Source: an optimization exercise on an open RTL-to-GDS flow (aim: small area and a short achievable clock period). Production flows keep margins and buffers that such runs may drop. In this exercise RTL edits were held to simulation tests only and were not proved equivalent to the original. Power and IR drop assume default switching activity.

==> flow/design.v <==
module pipelined_cpu(
    input  logic clk, reset,
    output logic [63:0] imem_addr,
    input  logic [31:0] imem_data,
    output logic [63:0] dmem_addr, dmem_wdata,
    output logic dmem_we, dmem_re,
    input  logic [63:0] dmem_rdata
    );
    function automatic [63:0] bk_add64(input [63:0] a, input [63:0] b, input cin);
        reg [63:0] p, g, pp, gg;
        integer i, j;
        p = a ^ b;
        g = a & b;
        pp = p;
        gg = g;
        gg[0] = g[0] | (p[0] & cin);
        for (i = 1; i <= 6; i = i + 1)
            for (j = 2**i - 1; j < 64; j = j + 2**i) begin
                gg[j] = gg[j] | (pp[j] & gg[j - 2**(i-1)]);
                pp[j] = pp[j] & pp[j - 2**(i-1)];
            end
        for (i = 6; i > 0; i = i - 1)
            for (j = 2**i + 2**(i-1) - 1; j < 64; j = j + 2**i) begin
                gg[j] = gg[j] | (pp[j] & gg[j - 2**(i-1)]);
                pp[j] = pp[j] & pp[j - 2**(i-1)];
            end
        bk_add64 = p ^ {gg[62:0], cin};
    endfunction
    logic        rst_d;                  
    logic [63:0] pc;
    logic        f_v;
    logic [31:0] f_ins;
    logic [63:0] f_pc;
    logic [63:0] m_alu, m_wdata;
    logic [4:0]  m_rd;
    logic        m_rw, m_mr, m_mw;
    logic [63:0] o_alu;
    logic        o_mr;
    logic [63:0] w_data;
    logic [4:0]  w_rd;
    logic        w_rw;
    logic        w_z, w2_z;
    logic        w2_rw;
    logic        m_upd, fz, fn;
    logic [30:0][63:0] rf;
    logic [10:0] op;
    assign op = f_ins[31:21];
    logic d_r2l, d_alusrc, d_mr, d_rw, d_mw, d_dt, d_unc, d_bl, d_br, d_upd, d_cond, d_cbz, d_branch;
    logic [1:0] d_aluop;    
    logic [4:0] d_rn, d_rd, d_rm;
    always_comb begin
        d_r2l = 1'b0; d_alusrc = 1'b0; d_mr = 1'b0; d_rw = 1'b0; d_mw = 1'b0; d_dt = 1'b0;
        d_unc = 1'b0; d_bl = 1'b0; d_br = 1'b0; d_upd = 1'b0; d_cond = 1'b0; d_cbz = 1'b0;
        d_branch = 1'b0; d_aluop = 2'b00;
        d_rn = 5'd31; d_rd = 5'd31; d_rm = 5'd31;
        casez (op)
            11'b1001000100?: begin  
                d_r2l = 1'b1; d_alusrc = 1'b1; d_rw = 1'b1; d_aluop = 2'b10;
                d_rn = f_ins[9:5]; d_rd = f_ins[4:0];
            end
            11'b10101011000: begin  
                d_r2l = 1'b1; d_rw = 1'b1; d_upd = 1'b1; d_aluop = 2'b10;
                d_rn = f_ins[9:5]; d_rd = f_ins[4:0]; d_rm = f_ins[20:16];
            end
            11'b000101?????: begin  
                d_r2l = 1'b1; d_unc = 1'b1; d_branch = 1'b1;
            end
            11'b01010100???: begin  
                d_cond = 1'b1; d_aluop = 2'b11; d_rd = f_ins[4:0];
            end
            11'b100101?????: begin  
                d_r2l = 1'b1; d_rw = 1'b1; d_unc = 1'b1; d_bl = 1'b1; d_branch = 1'b1;
                d_rd = 5'd30;
            end
            11'b11010110000: begin  
                d_r2l = 1'b1; d_br = 1'b1; d_branch = 1'b1; d_rn = f_ins[4:0];
            end
            11'b10110100???: begin  
                d_r2l = 1'b1; d_upd = 1'b1; d_cbz = 1'b1; d_rm = f_ins[4:0];
            end
            11'b11111000010: begin  
                d_r2l = 1'b1; d_alusrc = 1'b1; d_mr = 1'b1; d_rw = 1'b1; d_dt = 1'b1; d_aluop = 2'b10;
                d_rn = f_ins[9:5]; d_rd = f_ins[4:0];
            end
            11'b11111000000: begin  
                d_alusrc = 1'b1; d_mw = 1'b1; d_dt = 1'b1; d_aluop = 2'b10;
                d_rn = f_ins[9:5]; d_rd = f_ins[4:0];
            end
            11'b11101011000: begin  
                d_r2l = 1'b1; d_rw = 1'b1; d_upd = 1'b1; d_aluop = 2'b11;
                d_rn = f_ins[9:5]; d_rd = f_ins[4:0]; d_rm = f_ins[20:16];
            end
            default: ;
        endcase
    end
    logic v;
    assign v = f_v & ~rst_d;
    logic [4:0] x_rn, x_rd, x_ab, x_rm, ra2;
    assign x_rn = f_v ? d_rn : 5'd0;
    assign x_rm = f_v ? d_rm : 5'd0;
    assign x_rd = v ? d_rd : 5'd0;
    assign x_ab = v ? (d_r2l ? d_rm : d_rd) : 5'd0;
    assign ra2  = rst_d ? 5'd31 : (f_v ? (d_r2l ? d_rm : d_rd) : 5'd0);
    logic x_alusrc, x_mr, x_rw, x_mw, x_br, x_upd, x_cbz, x_branch, x_cond;
    logic [1:0] x_aluop;
    assign x_alusrc = v & (d_alusrc | d_bl);
    assign x_mr     = v & d_mr;
    assign x_rw     = v & d_rw;
    assign x_mw     = v & d_mw;
    assign x_br     = v & d_br;
    assign x_upd    = v & d_upd;
    assign x_cbz    = v & d_cbz;
    assign x_branch = v & d_branch;
    assign x_cond   = v & d_cond;
    assign x_aluop  = v ? (d_bl ? 2'b10 : d_aluop) : 2'b00;
    logic [63:0] x_imm, x_boff;
    assign x_imm  = d_bl ? 64'd4 : d_dt ? {{55{f_ins[20]}}, f_ins[20:12]} : {{52{f_ins[21]}}, f_ins[21:10]};
    assign x_boff = d_unc ? {{36{f_ins[25]}}, f_ins[25:0], 2'b00} : {{43{f_ins[23]}}, f_ins[23:5], 2'b00};
    logic [63:0] x_da, x_db;
    logic [31:0] sa, sb;
    logic sfwd;
    assign sfwd = v & d_mw & (d_rd == m_rd);
    always_comb begin
        for (int i = 0; i < 31; i++) begin
            sa[i] = (d_rn == i[4:0]);
            sb[i] = (ra2 == i[4:0]) & ~sfwd;
        end
        sa[31] = d_bl;
        sb[31] = sfwd;
    end
    rf_read rda (.rf(rf), .extra(f_pc), .sel(sa), .out(x_da));
    rf_read rdb (.rf(rf), .extra(m_alu), .sel(sb), .out(x_db));
    logic cbz_zero;
    always_comb begin
        if (m_rw && m_rd == x_rm && m_rd != 5'd31)        cbz_zero = m_z;
        else if (w_rw && w_rd == x_rm && w_rd != 5'd31)   cbz_zero = w_z;
        else if (w2_rw && w_rd == x_rm && w_rd != 5'd31)  cbz_zero = w2_z;
        else                                              cbz_zero = (x_db == 64'd0);
    end
    logic m_z, ez, en;
    assign m_z = (m_alu == 64'd0);
    assign ez  = m_upd ? m_z : fz;
    assign en  = m_upd ? m_alu[63] : fn;
    logic bcond;
    always_comb begin
        case (d_rd[3:0])
            4'b0000: bcond = ez;
            4'b0001: bcond = ~ez;
            4'b1010: bcond = ~en | ez;
            4'b1011: bcond = en & ~ez;
            4'b1100: bcond = ~en & ~ez;
            4'b1101: bcond = en | ez;
            default: bcond = 1'b0;
        endcase
    end
    logic x_taken;
    assign x_taken = (x_cbz & cbz_zero) | x_branch | (x_cond & bcond);
    logic [63:0] pc_plus4, x_target;
    assign pc_plus4 = {bk_add64({pc[63:2], 2'b00}, 64'd4, 1'b0)} | {62'd0, pc[1:0]};
    assign x_target = {bk_add64({f_pc[63:2], 2'b00}, x_boff, 1'b0)} | {62'd0, f_pc[1:0]};
    logic [63:0] opa, opb, add2, res, alu;
    logic fa_m, fa_w, fb_m, fb_w;
    assign fa_m = m_rw && m_rd == x_rn && m_rd != 5'd31;
    assign fa_w = w_rw && w_rd == x_rn && w_rd != 5'd31;
    assign fb_m = m_rw && m_rd == x_ab && m_rd != 5'd31 && !x_mw;
    assign fb_w = w_rw && w_rd == x_ab && w_rd != 5'd31;
    logic sa_m, sa_w, sa_r, sb_m, sb_w, sb_r, sb_i;
    assign sa_m = x_aluop[1] & fa_m;
    assign sa_w = x_aluop[1] & ~fa_m & fa_w;
    assign sa_r = x_aluop[1] & ~fa_m & ~fa_w;
    assign sb_m = fb_m;
    assign sb_w = ~fb_m & fb_w;
    assign sb_r = ~fb_m & ~fb_w & ~x_alusrc;
    assign sb_i = ~fb_m & ~fb_w & x_alusrc;
    logic [63:0] opa_n, opb_n;
    for (genvar b = 0; b < 64; b++) begin : opmux
        rf_aoi222 ua (.a0(m_alu[b]), .s0(sa_m), .a1(w_data[b]), .s1(sa_w), .a2(x_da[b]), .s2(sa_r), .y(opa_n[b]));
        rf_aoi222 ub (.a0(m_alu[b]), .s0(sb_m), .a1(w_data[b]), .s1(sb_w), .a2(x_db[b]), .s2(sb_r), .y(opb_n[b]));
    end
    assign opa = ~opa_n;
    assign opb = ~opb_n | (x_imm & {64{sb_i}});
    assign res = bk_add64(opa, opb ^ {64{x_aluop[0]}}, x_aluop[0]);
    assign alu = res;
    logic [63:0] pc_n;
    logic s_br, s_tk, s_inc;
    logic [2:0] psel;
    rst_gate #(3) g_pc (.rst(reset), .d({x_br, ~x_br & x_taken, ~x_br & ~x_taken}), .q(psel));
    assign {s_br, s_tk, s_inc} = psel;
    for (genvar b = 0; b < 64; b++) begin : pcmux
        rf_aoi222 u (.a0(x_da[b]), .s0(s_br), .a1(x_target[b]), .s1(s_tk), .a2(pc_plus4[b]), .s2(s_inc), .y(pc_n[b]));
    end
    logic [5:0] ctl_d;
    rst_gate #(6) g_ctl (.rst(reset), .d({x_rw, x_mr, x_mw, x_upd, m_rw, 1'b1}), .q(ctl_d));
    logic [63:0] alu_o;
    logic        x_mr_o;
    pass_buf #(65) g_dup (.d({alu, ctl_d[4]}), .q({alu_o, x_mr_o}));
    logic [1:0] fl_d;
    rst_gate #(2) g_fl (.rst(reset), .d({ez, en}), .q(fl_d));
    always_ff @(posedge clk) begin
        rst_d <= reset;
        pc    <= ~pc_n;
        f_v   <= ~rst_d;
        f_ins <= imem_data;
        f_pc  <= pc;
        m_alu   <= alu;
        o_alu   <= alu_o;
        o_mr    <= x_mr_o;
        m_rd    <= x_rd;
        m_wdata <= x_db;
        m_rw    <= ctl_d[5];
        m_mr    <= ctl_d[4];
        m_mw    <= ctl_d[3];
        m_upd   <= ctl_d[2];
        fz      <= fl_d[1];
        fn      <= fl_d[0];
        w_rw   <= ctl_d[1];
        w_rd   <= m_rd;
        w_z    <= m_z;
        w_data <= dmem_rdata | (m_alu & {64{~m_mr}});
        w2_rw  <= w_rw;
        w2_z   <= w_z;
    end
    always_ff @(posedge clk) begin
        for (int i = 0; i < 31; i++)
            if (w_rw && w_rd == i[4:0]) rf[i] <= w_data;
    end
    assign imem_addr  = pc;
    assign dmem_addr  = o_alu;
    assign dmem_wdata = m_wdata;
    assign dmem_we    = m_mw;
    assign dmem_re    = o_mr;
endmodule
module rf_read(
    input  logic [30:0][63:0] rf,
    input  logic [63:0] extra,
    input  logic [31:0] sel,
    output logic [63:0] out
    );
    for (genvar b = 0; b < 64; b++) begin : bits
        logic [10:0] y;
        logic [2:0] z;
        for (genvar g = 0; g < 10; g++) begin : grp
            rf_aoi222 u (.a0(rf[3*g][b]), .s0(sel[3*g]), .a1(rf[3*g+1][b]), .s1(sel[3*g+1]),
                         .a2(rf[3*g+2][b]), .s2(sel[3*g+2]), .y(y[g]));
        end
        rf_aoi22 u10 (.a0(rf[30][b]), .s0(sel[30]), .a1(extra[b]), .s1(sel[31]), .y(y[10]));
        rf_nand4 u11 (.a(y[0]), .b(y[1]), .c(y[2]), .d(y[3]), .y(z[0]));
        rf_nand4 u12 (.a(y[4]), .b(y[5]), .c(y[6]), .d(y[7]), .y(z[1]));
        rf_nand3 u13 (.a(y[8]), .b(y[9]), .c(y[10]), .y(z[2]));
        rf_or3   u14 (.a(z[0]), .b(z[1]), .c(z[2]), .y(out[b]));
    end
endmodule
module rf_aoi222(input logic a0, s0, a1, s1, a2, s2, output logic y);
    assign y = ~((a0 & s0) | (a1 & s1) | (a2 & s2));
endmodule
module rf_aoi22(input logic a0, s0, a1, s1, output logic y);
    assign y = ~((a0 & s0) | (a1 & s1));
endmodule
module rf_nand4(input logic a, b, c, d, output logic y);
    assign y = ~(a & b & c & d);
endmodule
module rf_nand3(input logic a, b, c, output logic y);
    assign y = ~(a & b & c);
endmodule
module rf_or3(input logic a, b, c, output logic y);
    assign y = a | b | c;
endmodule
module rst_gate #(parameter N = 1) (
    input  logic rst,
    input  logic [N-1:0] d,
    output logic [N-1:0] q
    );
    assign q = d & {N{~rst}};
endmodule
module pass_buf #(parameter N = 1) (
    input  logic [N-1:0] d,
    output logic [N-1:0] q
    );
    assign q = d;
endmodule
==> flow/flow/run.sh <==
#!/bin/bash
# Standard ORFS layout, with the port buffers made from sky130_fd_sc_hd__buf_2
# instead of the default delay buffer.
set -e
echo 'export BUFFER_PORTS_ARGS = -buffer_cell sky130_fd_sc_hd__buf_2' >> config.mk
bash standard.sh > standard.log 2>&1
==> flow/standard.sh <==
#!/bin/bash
# synth_recipe.tcl (not shown) runs the flow's synth.tcl, then flattens the netlist and writes it again
# the make line also repeats each setting of config.mk as NAME=value (left out here)
make -C /OpenROAD-flow-scripts/flow DESIGN_CONFIG=/design/flow/config.mk WORK_HOME=/design/flow/orfs CLKGATE_MAP_FILE= SYNTH_SCRIPT=/design/flow/synth_recipe.tcl "${@:-finish}"
==> flow/config.mk <==
export PLATFORM = sky130hd
export DESIGN_NAME = pipelined_cpu
export DESIGN_NICKNAME = pipelined_cpu
export VERILOG_FILES = /design/flow/design.v
export SDC_FILE = /design/flow/constraint.sdc
export NUM_CORES = 4
export LEC_CHECK = 0
export CAP_MARGIN = 0
export CELL_PAD_IN_SITES_DETAIL_PLACEMENT = 1
export CELL_PAD_IN_SITES_GLOBAL_PLACEMENT = 1
export CORE_MARGIN = 2
export CORE_UTILIZATION = 50
export CTS_BUF_LIST = sky130_fd_sc_hd__clkbuf_4 sky130_fd_sc_hd__clkbuf_8 sky130_fd_sc_hd__clkbuf_16
export SLEW_MARGIN = 0
export SYNTH_HIERARCHICAL = 1
export BUFFER_PORTS_ARGS = -buffer_cell sky130_fd_sc_hd__buf_2
==> flow/constraint.sdc <==
create_clock -name core_clock -period 60.0 [get_ports {clk}]
set_input_delay 12.0000 -clock core_clock [delete_from_list [all_inputs] [get_ports {clk}]]
set_output_delay 12.0000 -clock core_clock [all_outputs]
set_load 0.01 [all_outputs]
==> results.yml, run 1 <==
routing:
  vias: 81100
  viasPerCell: 8.34
  routed_wirelength_mm: 479
  wl_per_cell_um: 49.3
  drtIter0Drc: 22000
  drc: 0
  first_pass_iters: 14
  ant_nets: 0
sta:
  finClkSkew_ps: 40.7
  fin_crit_sh_pct: 22.8
  fin_tns_setup_ps: 0
  finalSetupViolCount: 0
  drv_slew: 0
  fmax_mhz: 73.2
  hold_viol: 0
  slew_headroom_pct: 5.44
  rsz0062_at_grt: "no"
  fin_crit_ps: 13660
  worstMarginPinSlew_ps: 1420
placement:
  hpwl_mm: 284
  io_buffers: 291
  place_area_mm2: 0.106
  gp_congestion: 0.919
floorplanning:
  io_pins: 292
  die_w_um: 450
  start_util_pct: 50.4
  dieArea_mm2: 0.203
  num_rows: 163
  core_mm2: 0.198
  dieHeight_um: 450
clocking:
  clkTransAtPathRegs_ps: 60
  cts_tree: "built"
  cts-htree-levels: 5
  worstSkewPairLatency_ps: 950
  ctsHoldBuffers: 0
  clock_path_buffers: 4
  cts_setup_buffers: 0
  cts_made_buffers: 277
  cts.sinks: 2423
  cts-root-buf: "clkbuf_16"
  cts_repair_resize_count: 0
min_path:
  hold_depth: 0
  hp-class: "reg -> reg"
run:
  cap_violations: 0
layout:
  fill_cells: 18100
  finalNetCount: 7192
  drive_gt1_share_pct: 18.1
  area_growth_pct: 15.6
  fin_area_mm2: 0.115
worst_setup_path:
  cp_top_family: "flip-flops"
  path_class: "reg -> out"
  slowest_stage: "dfxtp_1"
  cp-start-kind: "flip-flop"
  path_max_fanout: 5
  max_stage_delay_ps: 390
  cp_cell_sequence: "buf_2"
  crit_cells: 1
  worstPathArrival_ps: 1660
  worstSetupEndpointType: "primary output"
  crit_required_ps: 48000
  cp_num_buf_inv: 1
  reg2reg_depth: 35
synthesis:
  synthCells: 6193
  synth_area_mm2: 0.0996
  yosys_warnings: 7
  synth.avg_cell_area_um2: 16.1
outcome:
  outcome: "finished clean"
power_and_ir_drop:
  pwr_density_cell_mw_per_mm2: 32.5
  ir_worst_vdd_v: 0.0000300
  p_leak_nw: 40.9
global_routing:
  grt_max_degree: 65
  grt_pass1_vias: 80100
  antenna_found_initial: 30
  grt_pass1_wl_mm: 648
  grt_overflow_total: 0
  grt_usage_pct: 46.0
## registers in the layout (all words and copies together), names as in the netlist, 5 cells and up
register,count
rf,1984
f_pc,64
m_alu,64
m_wdata,64
o_alu,64
pc,64
w_data,64
f_ins,32
m_rd,5
w_rd,5
## layer usage
metal,track usage [%],vias to the layer above,share of wire [%]
met4,34.0,22,8.8
met1,58.5,41100,34
met2,66.2,8249,42
met3,14.2,1936,15
met5,0,-,0.077
li1,-,29800,-
## through the flow
step                hold slack (ps)  util, %  worst slack (ps)  cells  power [mW]
global placement                338     53.8             46170   9242        2.10
finish                          356     58.2             46340   9727        3.74
detailed placement              342     53.8             46090   9242        2.10
floorplan                       329        -             45530   6193        2.00
global route                    370     58.2             46300   9715        3.81
CTS                             356     58.2             46360   9712        3.73
## worst reg2reg max path: cells and delay by family (launching register included)
kind	cells	cell delay (ps)
buffers and inverters	4	1780
XOR/XNOR	4	940
AO/OA/AOI/OAI	13	3460
adder cells (fa/ha/maj)	2	620
AND/OR/NAND/NOR	12	5280
flip-flops	1	610
## final timing paths
kind              startpoint       endpoint  slack, ps
setup reg to reg   f_ins[29]      o_alu[63]      47150
hold / removal           w_z           w2_z        360
hold reg to reg          w_z           w2_z        360
setup / recovery      pc[16]  imem_addr[16]      46340
## power breakdown
| part | total [mW] | switching, mW | internal (mW) |
|---|---|---|---|
| Sequential | 1.92 | 0.0587 | 1.86 |
| Combinational | 0.155 | 0.108 | 0.0472 |
| Clock | 1.67 | 0.688 | 0.978 |
## cells in the final DEF (no fill, tap or decap), types with 22 or more instances in the layout
cell type	n
a21o_1	124
a21oi_1	69
a222oi_1	1472
a22oi_2	128
buf_2	291
buf_4	238
clkbuf_16	286
clkbuf_4	63
clkinv_1	29
clkinv_2	51
dfxtp_1	439
edfxtp_1	1984
fa_1	63
ha_1	150
inv_1	253
nand2_1	65
nand3_1	148
nand4_1	287
nor2_1	57
nor2_4	90
nor3_1	22
nor4_1	35
o21ai_0	77
or3_1	134
xnor2_1	78
xor2_1	106
## cell type report
class | count | area, um2 | area share (%)
Multi-Input combinational cell | 3388 | 30400 | 26.4
Timing Repair Buffer | 534 | 3340 | 2.90
Inverter | 257 | 968 | 0.841
Sequential cell | 2423 | 68400 | 59.4
Clock inverter | 105 | 873 | 0.759
Tap cell | 2640 | 3300 | 2.87
Clock buffer | 365 | 7850 | 6.82
Antenna cell | 15 | 37.5 | 0.0326
==> inputs of run 2 (changes only) <==
--- a/flow/design.v
+++ b/flow/design.v
@@ -157,7 +157,8 @@
     assign x_taken = (x_cbz & cbz_zero) | x_branch | (x_cond & bcond);
     logic [63:0] pc_plus4, x_target;
     assign pc_plus4 = {bk_add64({pc[63:2], 2'b00}, 64'd4, 1'b0)} | {62'd0, pc[1:0]};
-    assign x_target = {bk_add64({f_pc[63:2], 2'b00}, x_boff, 1'b0)} | {62'd0, f_pc[1:0]};
+    bk_cells #(62, 6) u_tgt (.a(f_pc[63:2]), .b(x_boff[63:2]), .cin(1'b0), .s(x_target[63:2]));
+    assign x_target[1:0] = f_pc[1:0];
     logic [63:0] opa, opb, add2, res, alu;
     logic fa_m, fa_w, fb_m, fb_w;
     assign fa_m = m_rw && m_rd == x_rn && m_rd != 5'd31;
@@ -179,7 +180,7 @@
     end
     assign opa = ~opa_n;
     assign opb = ~opb_n | (x_imm & {64{sb_i}});
-    assign res = bk_add64(opa, opb ^ {64{x_aluop[0]}}, x_aluop[0]);
+    bk_cells #(64, 6) u_alu (.a(opa), .b(opb ^ {64{x_aluop[0]}}), .cin(x_aluop[0]), .s(res));
     assign alu = res;
     logic [63:0] pc_n;
     logic s_br, s_tk, s_inc;
@@ -278,3 +279,60 @@
     );
     assign q = d;
 endmodule
+module bk_cells #(parameter W = 64, parameter L = 6) (
+    input  logic [W-1:0] a, b,
+    input  logic cin,
+    output logic [W-1:0] s
+    );
+    logic [W-1:0] p0, g0;
+    logic [W-1:0] gg [0:2*L];
+    logic [W-1:0] pp [0:L];
+    for (genvar j = 0; j < W; j++) begin : hb
+        c_ha u (.a(a[j]), .b(b[j]), .s(p0[j]), .c(g0[j]));
+    end
+    c_a21o u_cin (.a1(p0[0]), .a2(cin), .b1(g0[0]), .y(gg[0][0]));
+    assign gg[0][W-1:1] = g0[W-1:1];
+    assign pp[0] = p0;
+    for (genvar i = 1; i <= L; i++) begin : up
+        for (genvar j = 0; j < W; j++) begin : col
+            if ((j % (2**i)) == (2**i - 1)) begin : node
+                c_a21o ug (.a1(pp[i-1][j]), .a2(gg[i-1][j - 2**(i-1)]), .b1(gg[i-1][j]), .y(gg[i][j]));
+                if (i < L) begin : pn
+                    c_and2 up (.a(pp[i-1][j]), .b(pp[i-1][j - 2**(i-1)]), .y(pp[i][j]));
+                end else begin : pz
+                    assign pp[i][j] = 1'b0;
+                end
+            end else begin : thru
+                assign gg[i][j] = gg[i-1][j];
+                assign pp[i][j] = pp[i-1][j];
+            end
+        end
+    end
+    for (genvar k = 0; k < L; k++) begin : dn
+        localparam int I = L - k;
+        for (genvar j = 0; j < W; j++) begin : col
+            if ((j % (2**I)) == (2**(I-1) - 1) && j >= (2**I + 2**(I-1) - 1)) begin : node
+                c_a21o ug (.a1(pp[L][j]), .a2(gg[L+k][j - 2**(I-1)]), .b1(gg[L+k][j]), .y(gg[L+k+1][j]));
+            end else begin : thru
+                assign gg[L+k+1][j] = gg[L+k][j];
+            end
+        end
+    end
+    assign s[0] = p0[0] ^ cin;
+    for (genvar j = 1; j < W; j++) begin : sb
+        c_xor2 u (.a(p0[j]), .b(gg[2*L][j-1]), .y(s[j]));
+    end
+endmodule
+module c_ha(input logic a, b, output logic s, c);
+    assign s = a ^ b;
+    assign c = a & b;
+endmodule
+module c_a21o(input logic a1, a2, b1, output logic y);
+    assign y = (a1 & a2) | b1;
+endmodule
+module c_and2(input logic a, b, output logic y);
+    assign y = a & b;
+endmodule
+module c_xor2(input logic a, b, output logic y);
+    assign y = a ^ b;
+endmodule
--- a/flow/config.mk
+++ b/flow/config.mk
@@ -10,7 +10,8 @@
 export CELL_PAD_IN_SITES_GLOBAL_PLACEMENT = 1
 export CORE_MARGIN = 2
 export CORE_UTILIZATION = 50
-export CTS_BUF_LIST = sky130_fd_sc_hd__clkbuf_4 sky130_fd_sc_hd__clkbuf_8 sky130_fd_sc_hd__clkbuf_16
+export CTS_CLUSTER_DIAMETER = 60
+export CTS_CLUSTER_SIZE = 30
 export SLEW_MARGIN = 0
 export SYNTH_HIERARCHICAL = 1
 export BUFFER_PORTS_ARGS = -buffer_cell sky130_fd_sc_hd__buf_2
==> run 2 against run 1 <==
  * Setup slack worse by 54 ps
  * Via count up 1.3%
  * Sequential cell count is the same
  * Count of clock-buffer cells in the layout down 184
  * Register-to-register slack improved by 520 ps
  * First-iteration DRC count up 10%
  * Critical path type unchanged
  * Wire length grew 2.3%
  * Largest cell class unchanged
  * Largest power group unchanged
==> results.yml, run 2 <==
sta:
  hold_viol: 0
  whs_ps: 361
  fmax_mhz: 72.9
  fin_crit_ps: 13710
  worstMarginPinSlew_ps: 1310
  rsz0062_at_grt: "no"
  finClkSkew_ps: 59.2
  drv_slew: 0
  slew_headroom_pct: 12.5
  fin_crit_sh_pct: 22.9
  finalSetupViolCount: 0
  fin_tns_setup_ps: 0
worst_setup_path:
  path_max_fanout: 4
  slowest_stage: "dfxtp_1"
  cp_num_buf_inv: 1
  path_class: "reg -> out"
  worstPathArrival_ps: 1710
  cp_top_family: "flip-flops"
  cp-start-kind: "flip-flop"
  rrSetupSlack_ps: 47670
  cp_cell_sequence: "buf_2"
  worstSetupEndpointType: "primary output"
  crit_required_ps: 48000
  max_stage_delay_ps: 560
layout:
  final_cells: 9688
  final_common_cell: "edfxtp_1"
  top_register: "rf"
  fin_area_mm2: 0.113
  mostFrequentLayoutCells: "1984 x edfxtp_1, 1472 x a222oi_1, 439 x dfxtp_1, 301 x a21o_1, 291 x buf_2"
  area_growth_pct: 12.7
  fill_cells: 18500
  finalNetCount: 7125
  final_util_pct: 56.6
  largest_reg_flops: 1984
  drive_gt1_share_pct: 16.7
routing:
  ant_nets: 0
  first_pass_iters: 15
  top_layer: "met5"
  wl_per_cell_um: 50.6
  met2_wirelength_mm: 201
  viasPerCell: 8.49
  vias: 82200
  m1WireLength_mm: 169
  drtIter0Drc: 24300
  drc: 0
  route.met3.wl_mm: 80.0
  routed_wirelength_mm: 490
placement:
  hpwl_mm: 287
  place_area_mm2: 0.107
  io_buffers: 291
  post-place-cells: 9359
  gp_congestion: 0.928
power_and_ir_drop:
  p_comb_share_pct: 5.8
  pwr-share-clk_pct: 37.1
  p_leak_nw: 41.2
  pwr_density_cell_mw_per_mm2: 29.9
  p_seq_share_pct: 57.1
  power_switching_mw: 0.873
  ir_worst_vdd_v: 0.0000326
  p_sw_share_pct: 25.9
  p_int_mw: 2.50
floorplanning:
  io_pins: 292
  dieArea_mm2: 0.204
  num_rows: 164
  start_util_pct: 50.2
  die_w_um: 452
  dieHeight_um: 452
  core_mm2: 0.199
min_path:
  hp-class: "reg -> reg"
clocking:
  cts.sinks: 2423
  worstSkewPairLatency_ps: 900
  cts_repair_resize_count: 0
  cts_tree: "built"
  ctsHoldBuffers: 0
  cts-root-buf: "clkbuf_16"
  clock_path_buffers: 3
  cts_setup_buffers: 0
  cts_made_buffers: 165
  cts-htree-levels: 4
  clkTransAtPathRegs_ps: 90
global_routing:
  grt_max_degree: 65
  grt_pass1_vias: 79700
  antenna_found_initial: 50
  grt_overflow_total: 0
  grt_pass1_wl_mm: 659
  grt_usage_pct: 46.7
synthesis:
  yosys_warnings: 17
  synth.avg_cell_area_um2: 15.9
  synth_area_mm2: 0.100
  synthCells: 6294
run:
  cap_violations: 0
outcome:
  outcome: "finished clean"
-- run 2: final timing paths --
kind,from,endpoint,cells after the start
max reg2reg,f_ins[23],pc[61],26
min reg2reg,w_z,w2_z,0
min,w_z,w2_z,0
max,pc[1],imem_addr[1],1
-- run 2: power groups by stage --
stage               Combinational [mW]  Sequential, mW  Clock, mW
global placement                 0.182            1.96          0
global route                     0.198            1.93       1.31
CTS                              0.186            1.92       1.25
floorplan                       0.0863            1.95          0
finish                           0.195            1.93       1.25
detailed placement               0.184            1.96          0
-- run 2: layout make-up --
class | count | area, um2 | share of cell area, %
Clock buffer | 181 | 4320 | 3.83
Timing Repair Buffer | 551 | 3570 | 3.16
Sequential cell | 2423 | 68400 | 60.6
Clock inverter | 122 | 1460 | 1.29
Antenna cell | 26 | 65.1 | 0.0577
Inverter | 203 | 769 | 0.682
Tap cell | 2656 | 3320 | 2.94
Multi-Input combinational cell | 3526 | 31000 | 27.5
-- run 2: metrics by stage --
stage / power, mW / setup slack [ps]
final: 3.37 / 46290
after global routing: 3.43 / 46340
after global placement: 2.14 / 46130
after CTS: 3.36 / 46310
after detailed placement: 2.14 / 46060
after floorplan: 2.03 / 45530
-- run 2: layer usage --
| layer | GRT usage, % | vias to the layer above |
|---|---|---|
| li1 | - | 30100 |
| met1 | 60.4 | 41700 |
| met2 | 65.3 | 8488 |
| met3 | 17.4 | 1848 |
| met4 | 31.4 | 48 |
| met5 | 1.28 | - |

## what the ideal ports hide
The results above use ideal ports. As a check the final layouts listed here were re-extracted and re-timed, cells and wires unchanged. Step 1: set_driving_cell puts a clkbuf_16 on clk and a buf_2 on each other input, an assumption about the parent block. Step 2 times the ports against the registers' clock, not the clock port: input delays grow and output delays shrink by t, the midpoint of the rising clock arrivals with the driver on. Three values: ideal ports, drivers, drivers and shift; two values: the first two.
run | t, ns | setup WS [ns] | latest minus earliest clock arrival (ns) | worst data-port slew with drivers (ns)
run 1 | 1.026 | 46.343 / 46.246 / 45.960 | 0.041 / 0.041 | 0.09
run 2 | 0.976 | 46.288 / 46.187 / 45.888 | 0.060 / 0.060 | 0.12
After both steps setup and hold are still met in every run listed. The setup slack of run 2, which loses most, moves by -0.101 ns with the drivers and by -0.400 ns with both steps.
